This is an optimization exercise on Yosys and OpenROAD, whose aim is small area and a short achievable clock period, not a production implementation.

==> v5: inputs <==
// notch_filter_q15
module notch_filter_q15 (
    input logic clk,
    input logic reset,
    input logic signed [15:0] x_in,
    output logic signed [15:0] y_out,
    input logic signed [15:0] b0,
    input logic signed [15:0] b1,
    input logic signed [15:0] b2,
    input logic signed [15:0] a1,
    input logic signed [15:0] a2
);
==> flow/config.mk <==
export PLATFORM = sky130hd
export DESIGN_NAME = notch_filter_q15
export DESIGN_NICKNAME = notch_filter_q15
export VERILOG_FILES = /design/flow/design.v
export SDC_FILE = /design/flow/constraint.sdc
export NUM_CORES = 4
export LEC_CHECK = 0
export ABC_AREA = 1
export CAP_MARGIN = 20
export CORE_MARGIN = 2
export CORE_UTILIZATION = 40
export SLEW_MARGIN = 20
export SYNTH_HIERARCHICAL = 1
export SYNTH_MINIMUM_KEEP_SIZE = 0
==> flow/constraint.sdc <==
create_clock -name core_clock -period 20.5 [get_ports {clk}]
set_input_delay 4.1000 -clock core_clock [delete_from_list [all_inputs] [get_ports {clk}]]
set_output_delay 4.1000 -clock core_clock [all_outputs]
set_load 0.01 [all_outputs]
run.sh (not shown) runs the stock make flow with config.mk's settings and CLKGATE_MAP_FILE= SYNTH_SCRIPT=/design/flow/synth_recipe.tcl, a recipe that flattens the netlist after the stock synthesis.
==> v8 (differences from v5) <==
--- a/flow/config.mk
+++ b/flow/config.mk
@@ -9,6 +9,7 @@
 export CAP_MARGIN = 20
 export CORE_MARGIN = 2
 export CORE_UTILIZATION = 40
+export SETUP_SLACK_MARGIN = 5
 export SLEW_MARGIN = 20
 export SYNTH_HIERARCHICAL = 1
 export SYNTH_MINIMUM_KEEP_SIZE = 0
==> run summary <==
- Against v8, the hold slack of v5 is lower by 0.0023 ns.
- Synthesized cell count is the same in v8 and v5.
- Via count: v8 is larger than v5 (about 0.22%).
- Between v8 and v5, the lower cell area is in v5 (gap 1.5%, measured against v5).
- Of v5 and v8, v8 has the higher final cell count (gap 0.30%, measured against v8).
- Critical path depth is the same in v5 and v8.
No run of this note included a check of the RTL's function; only the layout flow was run.

---

==> run a <==
notch_filter_q15, a different RTL version from the one above (not shown whole).
Settings: LEC_CHECK=0, ABC_AREA=1, CAP_MARGIN=20, CORE_MARGIN=2, CORE_UTILIZATION=55, CTS_BUF_LIST=sky130_fd_sc_hd__clkbuf_4 sky130_fd_sc_hd__clkbuf_8, SLEW_MARGIN=20, SYNTH_HIERARCHICAL=1, SYNTH_MINIMUM_KEEP_SIZE=0; clock period 20.5 ns.
standard.sh (not shown) runs the stock make flow with config.mk's settings and CLKGATE_MAP_FILE= SYNTH_SCRIPT=/design/flow/synth_recipe.tcl, a recipe that flattens the netlist after the stock synthesis.
==> flow/flow/run.sh <==
#!/bin/bash
# The standard layout (standard.sh), with two changes to how it is made:
#  - every input and output port still gets its own buffer, but a plain
#    buf_1 (the resizer upsizes it where timing needs it) instead of the
#    clkdlybuf4s50_1 that buffer_ports picks by default;
#  - timing repair aims at a setup margin of 6 ns.
# Clock period, constraints and the synthesis are the standard flow's own.
export BUFFER_PORTS_ARGS="-buffer_cell sky130_fd_sc_hd__buf_1"
export SETUP_SLACK_MARGIN=6
bash standard.sh > standard.log 2>&1
==> run b: changes against run a <==
--- a/flow/design.v
+++ b/flow/design.v
@@ -8221,74 +8221,10 @@
     wire n7500;
     wire n7501;
     wire n7502;
     wire n7503;
     wire n7504;
-    wire n7505;
-    wire n7506;
-    wire n7507;
-    wire n7508;
-    wire n7509;
-    wire n7510;
-    wire n7511;
-    wire n7512;
-    wire n7513;
-    wire n7514;
-    wire n7515;
-    wire n7516;
-    wire n7517;
-    wire n7518;
-    wire n7520;
-    wire n7521;
-    wire n7522;
-    wire n7523;
-    wire n7524;
-    wire n7525;
-    wire n7526;
-    wire n7527;
-    wire n7528;
-    wire n7529;
-    wire n7530;
-    wire n7531;
-    wire n7532;
-    wire n7533;
-    wire n7535;
-    wire n7536;
-    wire n7537;
-    wire n7538;
-    wire n7539;
-    wire n7540;
-    wire n7541;
-    wire n7542;
-    wire n7543;
-    wire n7544;
-    wire n7545;
-    wire n7546;
-    wire n7547;
-    wire n7548;
-    wire n7549;
-    wire n7550;
-    wire n7551;
-    wire n7552;
-    wire n7553;
-    wire n7554;
-    wire n7556;
-    wire n7557;
-    wire n7558;
-    wire n7559;
-    wire n7560;
-    wire n7561;
-    wire n7562;
-    wire n7563;
-    wire n7564;
-    wire n7565;
-    wire n7566;
-    wire n7568;
-    wire n7569;
-    wire n7570;
-    wire n7571;
-    wire n7572;
     wire n7574;
     wire n7575;
     wire n7576;
     wire n7577;
     wire n7578;
@@ -8362,15 +8298,12 @@
     wire n7646;
     wire n7647;
     wire n7648;
     wire n7649;
     wire n7650;
-    wire n7651;
-    wire n7652;
     wire n7653;
     wire n7654;
-    wire n7655;
     wire hs7656, hc7656;
     wire n7656;
     wire n7657;
     wire fs7658, fc7658;
     wire n7658;
@@ -8574,10 +8507,13 @@
     wire n7820;
     wire n7821;
     wire n7825;
     wire n7826;
     wire n7827;
+    wire n7828;
+    wire n7829;
+    wire n7830;
     wire n7831;
     wire n7832;
     wire n7833;
     wire n7837;
     wire n7838;
@@ -8594,10 +8530,13 @@
     wire n7855;
     wire n7856;
     wire n7857;
     wire n7867;
     wire n7868;
+    wire n7876;
+    wire n7877;
+    wire n7878;
     wire n7879;
     wire n7880;
     wire n7881;
     wire n7891;
     wire n7892;
@@ -8609,10 +8548,12 @@
     wire n7901;
     wire n7902;
     wire n7903;
     wire n7904;
     wire n7905;
+    wire n7924;
+    wire n7925;
     wire n7927;
     wire n7928;
     wire n7945;
     wire n7946;
     wire n7947;
@@ -8628,12 +8569,11 @@
     wire n7997;
     wire n7999;
     wire n8000;
     wire n8037;
     wire n8038;
-    wire n8039;
-    wire n8040;
+    wire n8041;
     wire n8042;
     wire n8043;
     wire n8044;
     wire n8045;
     wire n8046;
@@ -8642,10 +8582,14 @@
     wire n8049;
     wire n8050;
     wire n8051;
     wire n8052;
     wire n8053;
+    wire n8054;
+    wire n8055;
+    wire n8056;
+    wire n8057;
     assign n162 = a1[0] ^ a1[1];
     assign n163 = ~a1[0];
     assign n164 = n162 & n163;
     assign n165 = a1[1] ^ a1[2];
     assign n166 = a1[2] ^ a1[3];
@@ -16852,74 +16796,10 @@
     assign n7500 = n7387 ^ n7455;
     assign n7501 = n7389 ^ n7479;
     assign n7502 = n7391 ^ n7443;
     assign n7503 = n7393 ^ n7482;
     assign n7504 = n7395 ^ n7458;
-    assign n7505 = n3228 & n3230;
-    assign n7506 = n3238 & n4589;
-    assign n7507 = n4590 & n4591;
-    assign n7508 = n4592 & n4593;
-    assign n7509 = n4594 & n4595;
-    assign n7510 = n4596 & n4597;
-    assign n7511 = n4598 & n4599;
-    assign n7512 = n4600 & n4601;
-    assign n7513 = n4602 & n4603;
-    assign n7514 = n4604 & n4605;
-    assign n7515 = n4606 & n4607;
-    assign n7516 = n4608 & n4609;
-    assign n7517 = n4610 & n4611;
-    assign n7518 = n4612 & n4613;
-    assign n7520 = n3238 | n4589;
-    assign n7521 = n4590 | n4591;
-    assign n7522 = n4592 | n4593;
-    assign n7523 = n4594 | n4595;
-    assign n7524 = n4596 | n4597;
-    assign n7525 = n4598 | n4599;
-    assign n7526 = n4600 | n4601;
-    assign n7527 = n4602 | n4603;
-    assign n7528 = n4604 | n4605;
-    assign n7529 = n4606 | n4607;
-    assign n7530 = n4608 | n4609;
-    assign n7531 = n4610 | n4611;
-    assign n7532 = n4612 | n4613;
-    assign n7533 = n3234 & n7505;
-    assign n7535 = n7506 & n7521;
-    assign n7536 = n7507 | n7535;
-    assign n7537 = n7520 & n7521;
-    assign n7538 = n7508 & n7523;
-    assign n7539 = n7509 | n7538;
-    assign n7540 = n7522 & n7523;
-    assign n7541 = n7510 & n7525;
-    assign n7542 = n7511 | n7541;
-    assign n7543 = n7524 & n7525;
-    assign n7544 = n7512 & n7527;
-    assign n7545 = n7513 | n7544;
-    assign n7546 = n7526 & n7527;
-    assign n7547 = n7514 & n7529;
-    assign n7548 = n7515 | n7547;
-    assign n7549 = n7528 & n7529;
-    assign n7550 = n7516 & n7531;
-    assign n7551 = n7517 | n7550;
-    assign n7552 = n7530 & n7531;
-    assign n7553 = n7533 & n7537;
-    assign n7554 = n7536 | n7553;
-    assign n7556 = n7539 & n7543;
-    assign n7557 = n7542 | n7556;
-    assign n7558 = n7540 & n7543;
-    assign n7559 = n7545 & n7549;
-    assign n7560 = n7548 | n7559;
-    assign n7561 = n7546 & n7549;
-    assign n7562 = n7532 & n7551;
-    assign n7563 = n7518 | n7562;
-    assign n7564 = n7532 & n7552;
-    assign n7565 = n7554 & n7558;
-    assign n7566 = n7557 | n7565;
-    assign n7568 = n7560 & n7564;
-    assign n7569 = n7563 | n7568;
-    assign n7570 = n7561 & n7564;
-    assign n7571 = n7566 & n7570;
-    assign n7572 = n7569 | n7571;
     assign n7574 = n4614 & n4615;
     assign n7575 = n4616 & n4617;
     assign n7576 = n4618 & n4619;
     assign n7577 = n4620 & n4621;
     assign n7578 = n4622 & n4623;
@@ -16993,15 +16873,12 @@
     assign n7646 = n7640 | n7645;
     assign n7647 = n7638 & n7641;
     assign n7648 = n7643 & n7647;
     assign n7649 = n7646 | n7648;
     assign n7650 = n7644 & n7647;
-    assign n7651 = n7572 & n7650;
-    assign n7652 = n7649 | n7651;
     assign n7653 = n4646 ^ n4647;
     assign n7654 = ~n7653;
-    assign n7655 = n7652 & n7654;
     nf_ha u7656 (.a(n4614), .b(n7359), .s(hs7656), .co(hc7656));
     assign n7656 = hs7656;
     assign n7657 = hc7656;
     nf_fa u7658 (.a(n7487), .b(n4616), .c(n4617), .s(fs7658), .co(fc7658));
     assign n7658 = fs7658;
@@ -17205,10 +17082,13 @@
     assign n7820 = n7769 | n7819;
     assign n7821 = n7767 & n7770;
     assign n7825 = n7772 & n7776;
     assign n7826 = n7775 | n7825;
     assign n7827 = n7773 & n7776;
+    assign n7828 = n7720 & n7778;
+    assign n7829 = n7721 | n7828;
+    assign n7830 = n7720 & n7779;
     assign n7831 = n7778 & n7782;
     assign n7832 = n7781 | n7831;
     assign n7833 = n7779 & n7782;
     assign n7837 = n7784 & n7788;
     assign n7838 = n7787 | n7837;
@@ -17225,10 +17105,13 @@
     assign n7855 = n7802 & n7806;
     assign n7856 = n7805 | n7855;
     assign n7857 = n7803 & n7806;
     assign n7867 = n7814 & n7821;
     assign n7868 = n7820 | n7867;
+    assign n7876 = n7826 & n7830;
+    assign n7877 = n7829 | n7876;
+    assign n7878 = n7827 & n7830;
     assign n7879 = n7826 & n7833;
     assign n7880 = n7832 | n7879;
     assign n7881 = n7827 & n7833;
     assign n7891 = n7838 & n7845;
     assign n7892 = n7844 | n7891;
@@ -17240,10 +17123,12 @@
     assign n7901 = n7853 | n7900;
     assign n7902 = n7851 & n7854;
     assign n7903 = n7850 & n7857;
     assign n7904 = n7856 | n7903;
     assign n7905 = n7851 & n7857;
+    assign n7924 = n7868 & n7878;
+    assign n7925 = n7877 | n7924;
     assign n7927 = n7868 & n7881;
     assign n7928 = n7880 | n7927;
     assign n7945 = n7892 & n7899;
     assign n7946 = n7898 | n7945;
     assign n7947 = n7893 & n7899;
@@ -17259,24 +17144,27 @@
     assign n7997 = n7949 | n7996;
     assign n7999 = n7928 & n7953;
     assign n8000 = n7952 | n7999;
     assign n8037 = n7752 ^ n7994;
     assign n8038 = n7754 ^ n7997;
-    assign n8039 = n7655 ^ n7756;
-    assign n8040 = n8000 ^ n8039;
-    assign n8042 = n7757 ^ n7758;
-    assign n8043 = ~n7756;
-    assign n8044 = n7655 & n8043;
-    assign n8045 = n8042 ^ n8044;
-    assign n8046 = n7756 | n7757;
-    assign n8047 = n7758 ^ n8046;
-    assign n8048 = n7655 & n7756;
-    assign n8049 = n8047 ^ n8048;
-    assign n8050 = n8000 & n8049;
-    assign n8051 = ~n8000;
-    assign n8052 = n8045 & n8051;
-    assign n8053 = n8050 | n8052;
+    assign n8041 = n7650 & n7925;
+    assign n8042 = n7649 | n8041;
+    assign n8043 = n7654 & n8042;
+    assign n8044 = n7756 ^ n8043;
+    assign n8045 = n8000 ^ n8044;
+    assign n8046 = n7757 ^ n7758;
+    assign n8047 = ~n7756;
+    assign n8048 = n8043 & n8047;
+    assign n8049 = n8046 ^ n8048;
+    assign n8050 = n7756 | n7757;
+    assign n8051 = n7758 ^ n8050;
+    assign n8052 = n7756 & n8043;
+    assign n8053 = n8051 ^ n8052;
+    assign n8054 = n8000 & n8053;
+    assign n8055 = ~n8000;
+    assign n8056 = n8049 & n8055;
+    assign n8057 = n8054 | n8056;
     assign w0[0] = n2978;
     assign w0[1] = n3166;
     assign w0[2] = n3167;
     assign w0[3] = n3168;
     assign w0[4] = n3169;
@@ -17307,12 +17195,12 @@
     assign w0[29] = n3194;
     assign w0[30] = n3195;
     assign w0[31] = n3196;
     assign y4[0] = n8037;
     assign y4[1] = n8038;
-    assign y4[2] = n8040;
-    assign y4[3] = n8053;
+    assign y4[2] = n8045;
+    assign y4[3] = n8057;
     always_ff @(posedge clk or posedge reset) begin
         if (reset) begin
             w1 <= 0;
             w2 <= 0;
             yq <= 0;
==> notes <==
In run a the cell area is lower than in run b, by 0.42%.
Between run a and run b, the lower wire length is in run b (gap 2.4%, measured against run b).
In die area, run b and run a hardly differ.
Between run a and run b, the lower hold slack is in run a (gap 9.5 ps).
==> figures <==
metric	run a	run b
Post-route minimum period	14200 ps	14090 ps
Synth Area in Compound Gates	0.169	0.168
Routed length on met2	70.9 mm	67.8 mm
Status	timing/DRC/antenna clean	timing/DRC/antenna clean
Worst-case headroom to the max-slew limit	0.278	0.209
Overall routed net length	153 mm	149 mm
Die boundary height	289 µm	289 µm
Logic depth of the worst register-to-register path	36	41
Antenna violations before repair	7	1
Wirelength per Cell	25.9 µm	25.4 µm
Cell count after synthesis	4984	4954
GR Layer Usage met1	0.484	0.485
No functional check of the RTL was part of any run of this note.

[separate check: timing with driven ports]
Ports are ideal in the flow. The routed layouts listed here were re-timed in OpenROAD. Step 1 assumes that a clkbuf_16 drives the clock port and a buf_2 every other input. Step 2 also shifts input and output timing later by t, the mid clock arrival at the registers, as if the neighbouring blocks saw the same clock. Slacks: ideal / step 1 / step 2; pairs: ideal / step 1.
| run | t, ns | setup slack, ns | worst setup path at the end | worst slew at a driven data input, ns |
|---|---|---|---|---|
| v5 | 0.409 | 3.143 / 3.175 / 2.766 | input to register | 0.10 |
| v8 | 0.406 | 5.584 / 5.572 / 5.166 | input to register | 0.10 |
| run a | 0.425 | 6.297 / 6.273 / 5.848 | input to register | 0.16 |
| run b | 0.416 | 6.410 / 6.388 / 5.972 | input to register | 0.16 |
After both steps every run listed still meets setup and hold. For run a, which loses most, drivers alone change the setup slack by -0.024 ns; drivers and shift together by -0.449 ns.
